Source: an optimization exercise on an open RTL-to-GDS flow (aim: small area and a short achievable clock period). Production flows keep margins and buffers that such runs may drop.
Where RTL was checked, it was by simulation tests only, not by an equivalence proof against the original.
No activity file was given, so power comes from the tool's default toggle rates.

run D:
==> flow/design.v (excerpt) <==
module cnn_accelerator (
    input clk,
    input reset,
    input [7:0] pixel_in,
    input [1:0] kernel_size,
    output reg detected
);
    wire [1:0] lvl;
    systolic_array sa (
        .clk(clk),
        .reset(reset),
        .kernel_size(kernel_size),
        .pixel_in(pixel_in),
        .level(lvl)
    );
    always @(posedge clk or posedge reset) begin
        if (reset)
            detected <= 0;
        else begin
            case (kernel_size)
                2'b00: detected <= |lvl;
                2'b01: detected <= lvl[1];
                2'b10: detected <= &lvl;
                default: detected <= 0;
            endcase
        end
    end
endmodule
For scale: ~310 cells after synthesis, about 3200 sq um of cells after synthesis.
==> flow/config.mk <==
export PLATFORM = sky130hd
export DESIGN_NAME = cnn_accelerator
export DESIGN_NICKNAME = cnn_accelerator
export VERILOG_FILES = /design/flow/design.v
export SDC_FILE = /design/flow/constraint.sdc
export NUM_CORES = 4
export LEC_CHECK = 0
export ABC_CLOCK_PERIOD_IN_PS = 2500
export CAP_MARGIN = 20
export CORE_MARGIN = 2
export CORE_UTILIZATION = 40
export SETUP_SLACK_MARGIN = 3.5
export SLEW_MARGIN = 20
==> flow/constraint.sdc <==
create_clock -name core_clock -period 6.0 [get_ports {clk}]
set_input_delay 1.2000 -clock core_clock [delete_from_list [all_inputs] [get_ports {clk}]]
set_output_delay 1.2000 -clock core_clock [all_outputs]
set_load 0.01 [all_outputs]
run.sh (not shown) runs the stock make flow with config.mk's settings and CLKGATE_MAP_FILE= SYNTH_SCRIPT=/design/flow/synth_recipe.tcl, a recipe that flattens the netlist after the stock synthesis.
Inputs modified between run D and run P:
- SETUP_SLACK_MARGIN changed from 3.5 to 3.8
- ABC_CLOCK_PERIOD_IN_PS changed from 2500 to 2200
==> comparison <==
Run P against run D; routed wire length is up by a few percent.
Comparing run D and run P, the higher peak fanout along the critical path is on run D.
Delta(multi-input gate share of total cell area, run P - run D) < 0
Status: power drawn by the sequential cells parity (run D, run P)
Cmp run P vs run D: largest stage delay on the critical path higher in run P
Run P vs. run D: core utilization now sits higher; first-pass iteration count of the detailed router now sits higher.
No functional check of the RTL was part of any run of this note.


## run 1
Another version of the RTL of cnn_accelerator (not shown whole).
Size: about 320 cells after synthesis, roughly 13 I/O pins, about 3300 um2 of cells after synthesis.
// cnn_accelerator
module cnn_accelerator (
    input clk,
    input reset,
    input [7:0] pixel_in,
    input [1:0] kernel_size,
    output reg detected
);
Settings: LEC_CHECK=0, ABC_CLOCK_PERIOD_IN_PS=2150, CAP_MARGIN=20, CORE_MARGIN=2, CORE_UTILIZATION=65, CTS_BUF_LIST=sky130_fd_sc_hd__clkbuf_4, SETUP_SLACK_MARGIN=3.85, SLEW_MARGIN=20; clock period 6.0 ns.
--- input diff run 1..run 2 ---
# run 1
export LEC_CHECK = 0
export ABC_CLOCK_PERIOD_IN_PS = 2150
export CAP_MARGIN = 20
export CORE_MARGIN = 2
export CORE_UTILIZATION = 65
export CTS_BUF_LIST = sky130_fd_sc_hd__clkbuf_4
export SETUP_SLACK_MARGIN = 3.85
export SLEW_MARGIN = 20
create_clock -name core_clock -period 6.0 [get_ports {clk}]
# run 2
export LEC_CHECK = 0
export ABC_CLOCK_PERIOD_IN_PS = 2400
export CAP_MARGIN = 20
export CORE_MARGIN = 2
export CORE_UTILIZATION = 65
export SETUP_SLACK_MARGIN = 3.6
export SLEW_MARGIN = 20
create_clock -name core_clock -period 6.0 [get_ports {clk}]
Results
Run 2 went all the way through the flow, and no timing, DRC or antenna check failed.
Between run 2 and run 1, it is run 2 whose wire length of the first global-routing pass is lower, by about 4.5%.
Going from run 1 to run 2, the post-detailed-placement cell area was found to have gone down by about 0.33%.
Compared with run 1, run 2 shows a routability congestion estimate that is 1.1% lower.
Delta (run 2 minus run 1): power share of the combinational group moved down, detailed route wirelength on metal2 decreased by 19% relative to the old numbers, global-route track usage on met3 shrank by 1.3 points, via count decreased by 81 relative to the old numbers.
Run 2 vs run 1 — post-detailed-placement half-perimeter wirelength climbed slightly
For run 3, these inputs were changed with respect to run 2:
# run 2
export LEC_CHECK = 0
export ABC_CLOCK_PERIOD_IN_PS = 2400
export CAP_MARGIN = 20
export CORE_MARGIN = 2
export CORE_UTILIZATION = 65
export SETUP_SLACK_MARGIN = 3.6
export SLEW_MARGIN = 20
create_clock -name core_clock -period 6.0 [get_ports {clk}]
# run 3
export LEC_CHECK = 0
export ABC_CLOCK_PERIOD_IN_PS = 2100
export CAP_MARGIN = 20
export CORE_MARGIN = 2
export CORE_UTILIZATION = 65
export CTS_BUF_LIST = sky130_fd_sc_hd__clkbuf_4
export SETUP_SLACK_MARGIN = 3.9
export SLEW_MARGIN = 20
create_clock -name core_clock -period 6.0 [get_ports {clk}]
==> comparison <==
- The data arrival time at the worst-slack endpoint of run 3 is lower than that of run 2.
- [run 3] required time at the worst-slack endpoint rose 0.05 ns relative to run 2
- Run 3 vs. run 2: footprint of the multi-input gates +about 9%, proportion of cell area occupied by multi-input gates +0.54 points, finished layout cell area +about 8%, worst vdd rail ir drop -0.032 mV.
- Across both runs, worst setup slack was higher for run 3 than for run 2.
- Max freq run 2 -> run 3: improved
- Delta (run 3 minus run 2): total design power roughly the same, combinational cell fraction of total power now sits higher, first-pass iteration count of the detailed router neither gained nor lost much.


Starting RTL as in the previous note.
clock: 6.0 ns
lec_check: 0
abc_clock_period_in_ps: 2200
cap_margin: 20
cell_pad_in_sites_detail_placement: 1
cell_pad_in_sites_global_placement: 4
core_margin: 2
core_utilization: 65
cts_buf_list: sky130_fd_sc_hd__clkbuf_4
setup_slack_margin: 3.8
slew_margin: 20
The baseline never finished: it broke off in global placement without I/O (3_1_place_gp_skip_io) on GPL-0301.
Next try:
ABC_CLOCK_PERIOD_IN_PS = 2700   (was 2200)
CELL_PAD_IN_SITES_DETAIL_PLACEMENT = unset   (was 1)
CELL_PAD_IN_SITES_GLOBAL_PLACEMENT = unset   (was 4)
CTS_BUF_LIST = unset   (was sky130_fd_sc_hd__clkbuf_4)
SETUP_SLACK_MARGIN = 3.3   (was 3.8)
Effect: The new run finished clean; area after synthesis is unchanged; synthesized cell count is unchanged.
Next try:
ABC_CLOCK_PERIOD_IN_PS = 2200   (was 2700)
SETUP_SLACK_MARGIN = 3.8   (was 3.3)
Final cell count rose by about 2.5%.
Power rises by 0.75%.
Clock-buffer cell count falls by 4.
Non-clock buffer count goes up by 12.
Setup slack gains 340 ps.
Next try:
ABC_CLOCK_PERIOD_IN_PS = 2050   (was 2200)
SETUP_SLACK_MARGIN = 3.95   (was 3.8)
Effect: Via count rose by 3.5%. Utilization rose by 6.6 points. Combinational power rose by about 20%. Routed wire length rose by about 12%. First-iteration DRC count rose by 34%. Total power rose by 11%. Sequential cell count is unchanged.

==> afterwards: timing with drivers on the ports <==
The results above use ideal ports. As a check the final layouts listed here were re-extracted and re-timed, cells and wires unchanged.
Step 1 (the two cells are an assumption about what drives the block):
set clk [get_ports {clk}]
set_driving_cell -lib_cell sky130_fd_sc_hd__clkbuf_16 $clk
set_driving_cell -lib_cell sky130_fd_sc_hd__buf_2 [delete_from_list [all_inputs] $clk]
Step 2, shift: input delay + t, output delay - t, t = (earliest + latest rising clock arrival at the registers) / 2. This alone moves slack from input paths to output paths.
a / b / c = no drivers / after step 1 / after step 2; a / b = the first two.
| run | t, ns | setup WS [ns] | hold WS [ns] | slew at the worst register clock pin (ns) | worst data-port slew with drivers (ns) |
|---|---|---|---|---|---|
| run D | 0.361 | 3.532 / 3.532 / 3.272 | 0.433 / 0.433 / 0.433 | 0.07 / 0.07 | 0.04 |
| run P | 0.356 | 3.567 / 3.567 / 3.355 | 0.435 / 0.435 / 0.435 | 0.07 / 0.07 | 0.06 |
| run 1 | 0.419 | 3.838 / 3.838 / 3.470 | 0.434 / 0.434 / 0.434 | 0.10 / 0.10 | 0.04 |
| run 2 | 0.368 | 3.733 / 3.733 / 3.404 | 0.434 / 0.434 / 0.434 | 0.07 / 0.07 | 0.04 |
| run 3 | 0.411 | 3.895 / 3.850 / 3.438 | 0.440 / 0.440 / 0.440 | 0.10 / 0.10 | 0.07 |
| the second run of note 3 | 0.368 | 3.480 / 3.480 / 3.181 | 0.431 / 0.431 / 0.431 | 0.07 / 0.07 | 0.04 |
| the third run of note 3 | 0.363 | 3.820 / 3.798 / 3.435 | 0.434 / 0.434 / 0.434 | 0.06 / 0.06 | 0.07 |
| the fourth run of note 3 | 0.368 | 3.879 / 3.855 / 3.487 | 0.433 / 0.433 / 0.433 | 0.07 / 0.07 | 0.06 |
After both steps setup and hold are still met in every run listed. The setup slack of run 3, which loses most, moves by -0.045 ns with the drivers and by -0.457 ns with both steps.
